Source: an optimization exercise on an open RTL-to-GDS flow (aim: small area). Production flows keep margins and buffers that such runs may drop.
Only simulation tests tie the RTL to the original design; equivalence was not proved.

==> inputs of v25 <==
## tv80s
module tv80s ( 
  m1_n, mreq_n, iorq_n, rd_n, wr_n, rfsh_n, halt_n, busak_n, A, data_out,
  reset_n, clk, wait_n, int_n, nmi_n, busrq_n, data_in
  );
  parameter Mode = 0;     
  parameter T2Write = 1;  
  parameter IOWait  = 1;  
  input         reset_n; 
  input         clk; 
  input         wait_n; 
  input         int_n; 
  input         nmi_n; 
  input         busrq_n; 
  output        m1_n; 
  output        mreq_n; 
  output        iorq_n; 
  output        rd_n; 
  output        wr_n; 
  output        rfsh_n; 
  output        halt_n; 
  output        busak_n; 
  output [15:0] A;
  input [7:0]   data_in;
  output [7:0]  data_out;
  reg           mreq_n; 
  reg           iorq_n; 
  reg           rd_n; 
  reg           wr_n; 
  wire          cen;
  wire          intcycle_n;
  wire          no_read;
  wire          write;
  wire          iorq;
  reg [7:0]     data_in_reg;
  wire [6:0]    mcycle;
  wire [6:0]    tstate;
  assign    cen = 1;
  tv80_core #(Mode, IOWait) i_tv80_core
    (
     .cen (cen),
     .m1_n (m1_n),
     .iorq (iorq),
     .no_read (no_read),
     .write (write),
     .rfsh_n (rfsh_n),
     .halt_n (halt_n),
     .wait_n (wait_n),
     .int_n (int_n),
     .nmi_n (nmi_n),
     .reset_n (reset_n),
     .busrq_n (busrq_n),
     .busak_n (busak_n),
     .clk (clk),
     .IntE (),
     .stop (),
     .A (A),
     .dinst (data_in),
     .data_in (data_in_reg),
     .data_out (data_out),
     .mc (mcycle),
     .ts (tstate),
     .intcycle_n (intcycle_n)
     );  
  always @(posedge clk)
    begin
      if (!reset_n)
        begin
          rd_n   <= 1'b1;
          wr_n   <= 1'b1;
          iorq_n <= 1'b1;
          mreq_n <= 1'b1;
          data_in_reg <= 0;
        end
      else
        begin
          rd_n <= 1'b1;
          wr_n <= 1'b1;
          iorq_n <= 1'b1;
          mreq_n <= 1'b1;
          if (mcycle[0])
            begin
  ...
export LEC_CHECK = 0
export CAP_MARGIN = 20
export CORE_MARGIN = 2
export CORE_UTILIZATION = 40
export SLEW_MARGIN = 20
create_clock -name core_clock -period 10.0 [get_ports {clk}]
standard.sh (not shown) runs the stock make flow with config.mk's settings and CLKGATE_MAP_FILE= SYNTH_SCRIPT=/design/flow/synth_recipe.tcl, a recipe that flattens the netlist after the stock synthesis.
==> flow/flow/run.sh <==
#!/bin/bash
# Standard synthesis, then an area-oriented re-mapping of the combinational
# logic only (flip-flops keep their names and cell types), then the standard
# layout steps.
set -euo pipefail
HERE=$(pwd)
R=$HERE/orfs/results/$FLOW_PLATFORM/tv80s/base
EXTRA=$(cat flow/extra_make_args 2>/dev/null || true)

bash standard.sh synth > $HERE/1_standard_synth.log 2>&1
cp $R/1_2_yosys.v $HERE/1_2_yosys.standard.v

export REMAP_LIB=$FLOW_HOME/platforms/$FLOW_PLATFORM/lib/sky130_fd_sc_hd__tt_025C_1v80.lib
export REMAP_IN=$HERE/1_2_yosys.standard.v
export REMAP_OUT=$HERE/1_2_yosys.remap.v
export REMAP_TOP=$FLOW_TOP
export REMAP_SCRIPT=$HERE/flow/remap.abc
export REMAP_DONT_USE="$(sed -n '/^export DONT_USE_CELLS += /,/^$/p' $FLOW_HOME/platforms/$FLOW_PLATFORM/config.mk | tr -d '\\' | sed 's/export DONT_USE_CELLS +=//' | grep -o 'sky130_[A-Za-z0-9_]*' | tr '\n' ' ')"
yosys -c flow/remap.tcl > $HERE/1_remap.log 2>&1

# the remapped netlist replaces the standard one; make then rebuilds only 1_synth.odb
cp $REMAP_OUT $R/1_2_yosys.v
rm -f $R/1_synth.odb $R/1_synth.sdc
bash standard.sh $EXTRA synth > $HERE/1_odb.log 2>&1
bash standard.sh $EXTRA finish > $HERE/2_finish.log 2>&1
==> flow/flow/remap.abc <==
strash
&get -n
&deepsyn -T 120
&put
dch -f
map -D 5000
topo
==> flow/flow/remap.tcl <==
# Re-map the combinational logic of the standard synthesis netlist with an
# area-oriented ABC script. Flip-flops (and their instance names and cell
# types) are kept exactly as the standard synthesis made them.
yosys -import
set lib $::env(REMAP_LIB)
read_liberty -ignore_miss_func $lib
read_verilog $::env(REMAP_IN)
hierarchy -top $::env(REMAP_TOP)
setattr -mod -set keep_hierarchy 1 sky130_fd_sc_hd__df* sky130_fd_sc_hd__edf* sky130_fd_sc_hd__sdf* sky130_fd_sc_hd__dl* sky130_fd_sc_hd__conb*
tee -o $::env(REMAP_OUT).before.stat stat
flatten
opt_clean -purge
set dontuse {}
foreach c $::env(REMAP_DONT_USE) { lappend dontuse -dont_use $c }
abc -liberty $lib {*}$dontuse -script $::env(REMAP_SCRIPT) $::env(REMAP_TOP)
opt_clean -purge
hilomap -singleton -hicell sky130_fd_sc_hd__conb_1 HI -locell sky130_fd_sc_hd__conb_1 LO $::env(REMAP_TOP)
splitnets
opt_clean -purge
tee -o $::env(REMAP_OUT).after.stat stat
select $::env(REMAP_TOP)
write_verilog -noattr -noexpr -nohex -nodec -selected $::env(REMAP_OUT)
==> v20: changes against v25 <==
--- a/flow/design.v
+++ b/flow/design.v
@@ -2746,15 +2746,14 @@
   reg [2:0]     RegAddrC;
   reg           RegWEH;
   reg           RegWEL;
   reg           Alternate;
   reg [15:0]    TmpAddr;         
   reg [7:0]     IR;              
   reg [1:0]     ISet;            
-  reg [15:0]    RegBusA_r;
   reg [15:0]    ID16;
   reg [7:0]     Save_Mux;
   reg [6:0]     tstate;
   reg [6:0]     mcycle;
   reg           last_mcycle, last_tstate;
   reg           IntE_FF1;
   reg           IntE_FF2;
@@ -3423,15 +3422,14 @@
                   IncDecZ <= 1'b0;
                 end 
               else 
                 begin
                   IncDecZ <= 1'b1;
                 end
             end
-          RegBusA_r <= RegBusA;
         end
     end  
   always @( Alternate or ExchangeDH or IncDec_16
            or RegAddrA_r or RegAddrB_r or XY_State or mcycle or tstate)
     begin
       if ((tstate[2] || (tstate[3] && mcycle[0] && IncDec_16[2] == 1'b1)) && XY_State == 2'b00)
         RegAddrA = { Alternate, IncDec_16[1:0] };
@@ -3477,28 +3475,28 @@
               begin
                 RegWEH = 1'b1;
                 RegWEL = 1'b1;
               end
           endcase
         end
     end  
-  always @( ExchangeDH or ID16 or IncDec_16 or RegBusA_r
+  always @( ExchangeDH or ID16 or IncDec_16 or BusA or BusB
            or RegBusB or Save_Mux or mcycle or tstate)
     begin
       RegDIH = Save_Mux;
       RegDIL = Save_Mux;
       if (ExchangeDH == 1'b1 && tstate[3] ) 
         begin
           RegDIH = RegBusB[15:8];
           RegDIL = RegBusB[7:0];
         end
       else if (ExchangeDH == 1'b1 && tstate[4] ) 
         begin
-          RegDIH = RegBusA_r[15:8];
-          RegDIL = RegBusA_r[7:0];
+          RegDIH = BusA;
+          RegDIL = BusB;
         end
       else if (IncDec_16[2] == 1'b1 && ((tstate[2] && mcycle != 3'b001) || (tstate[3] && mcycle[0])) ) 
         begin
           RegDIH = ID16[15:8];
           RegDIL = ID16[7:0];
         end
     end
@@ -3578,14 +3576,19 @@
             4'b1001 :
               BusA <= SP[15:8];
             4'b1010 :
               BusA <= 8'b00000000;
             default :
               BusB <=  8'hxx;
           endcase
+          if (ExchangeDH == 1'b1 && tstate[3])
+            begin
+              BusA <= RegBusA[15:8];
+              BusB <= RegBusA[7:0];
+            end
         end
     end
   always @ (posedge clk)
     begin
       if (reset_n == 1'b0 ) 
         begin
           rfsh_n <= 1'b1;
==> flow/flow/run.sh (replaced) <==
#!/bin/bash
# Standard synthesis, then an area-oriented re-mapping of the combinational
# logic only (flip-flops keep their names and cell types), then the standard
# layout steps.
set -euo pipefail
HERE=$(pwd)
R=$HERE/orfs/results/$FLOW_PLATFORM/tv80s/base
# extra make variables for the layout steps, one per line
EXTRA=()
if [[ -f flow/make_args.txt ]]; then mapfile -t EXTRA < flow/make_args.txt; fi

bash standard.sh synth > $HERE/1_standard_synth.log 2>&1
cp $R/1_2_yosys.v $HERE/1_2_yosys.standard.v

export REMAP_LIB=$FLOW_HOME/platforms/$FLOW_PLATFORM/lib/sky130_fd_sc_hd__tt_025C_1v80.lib
export REMAP_IN=$HERE/1_2_yosys.standard.v
export REMAP_OUT=$HERE/1_2_yosys.remap.v
export REMAP_TOP=$FLOW_TOP
export REMAP_SCRIPT=$HERE/flow/remap.abc
export REMAP_DONT_USE="$(sed -n '/^export DONT_USE_CELLS += /,/^$/p' $FLOW_HOME/platforms/$FLOW_PLATFORM/config.mk | tr -d '\\' | sed 's/export DONT_USE_CELLS +=//' | grep -o 'sky130_[A-Za-z0-9_]*' | tr '\n' ' ')"
yosys -c flow/remap.tcl > $HERE/1_remap.log 2>&1

# the remapped netlist replaces the standard one; make then rebuilds only 1_synth.odb
cp $REMAP_OUT $R/1_2_yosys.v
rm -f $R/1_synth.odb $R/1_synth.sdc
bash standard.sh "${EXTRA[@]}" synth > $HERE/1_odb.log 2>&1
bash standard.sh "${EXTRA[@]}" finish > $HERE/2_finish.log 2>&1
==> flow/flow/make_args.txt (new file) <==
BUFFER_PORTS_ARGS=-buffer_cell sky130_fd_sc_hd__buf_1
==> flow/flow/remap.abc (replaced) <==
strash
&get -n
&deepsyn -T 600
&put
dch -f
map -D 5000
topo
- SETUP_SLACK_MARGIN: default -> 0.2
==> v28: changes against v25 <==
==> flow/run.sh (new file) <==
#!/bin/bash
# synth_recipe.tcl (not shown) runs the flow's synth.tcl, then flattens the netlist and writes it again
# the make line also repeats each setting of config.mk as NAME=value (left out here)
make -C /OpenROAD-flow-scripts/flow DESIGN_CONFIG=/design/flow/config.mk WORK_HOME=/design/flow/orfs CLKGATE_MAP_FILE= SYNTH_SCRIPT=/design/flow/synth_recipe.tcl finish
removed: flow/flow/run.sh
removed: flow/flow/remap.abc
removed: flow/flow/remap.tcl
removed: flow/standard.sh
==> summary.txt <==
status=finished clean; Via Count=44147; Die X=304.1 um; final std cells w/o fill=5991; Worst path max stage delay=0.88 ns
That was v28.
==> summary.txt <==
Die X=257.2 um; Worst path max stage delay=0.52 ns; Via Count=33711; max cap viols=0; status=finished clean
That was v25.
==> summary.txt <==
status=finished clean; final std cells w/o fill=4639; Via Count=32406; Worst path depth=43; Worst path max stage delay=0.53 ns; Die X=252.6 um; required time of the worst setup path=10.30 ns
That was v20.

-- port drivers added, routing unchanged --
The results above use ideal ports. As a check the final layouts listed here were re-extracted and re-timed, cells and wires unchanged. Step 1 sets driving cells, clkbuf_16 on the clock port and buf_2 on the other inputs (assumed; they add their load-dependent delay and slew). Step 2 also shifts input and output timing later by t, the mid clock arrival at the registers, as if the neighbouring blocks saw the same clock. Slacks: ideal ports / drivers / drivers and shift; pairs: ideal ports / drivers.
run | t (ns) | slack for setup (ns) | hold slack, ns
v25 | 0.667 | 1.059 / 1.060 / 1.060 | 0.453 / 0.453 / 0.453
v20 | 0.710 | 1.005 / 1.005 / 1.005 | 0.446 / 0.446 / 0.446
v28 | 0.697 | 1.293 / 1.293 / 1.293 | 0.456 / 0.456 / 0.456
After both steps setup and hold are still met in every run listed.
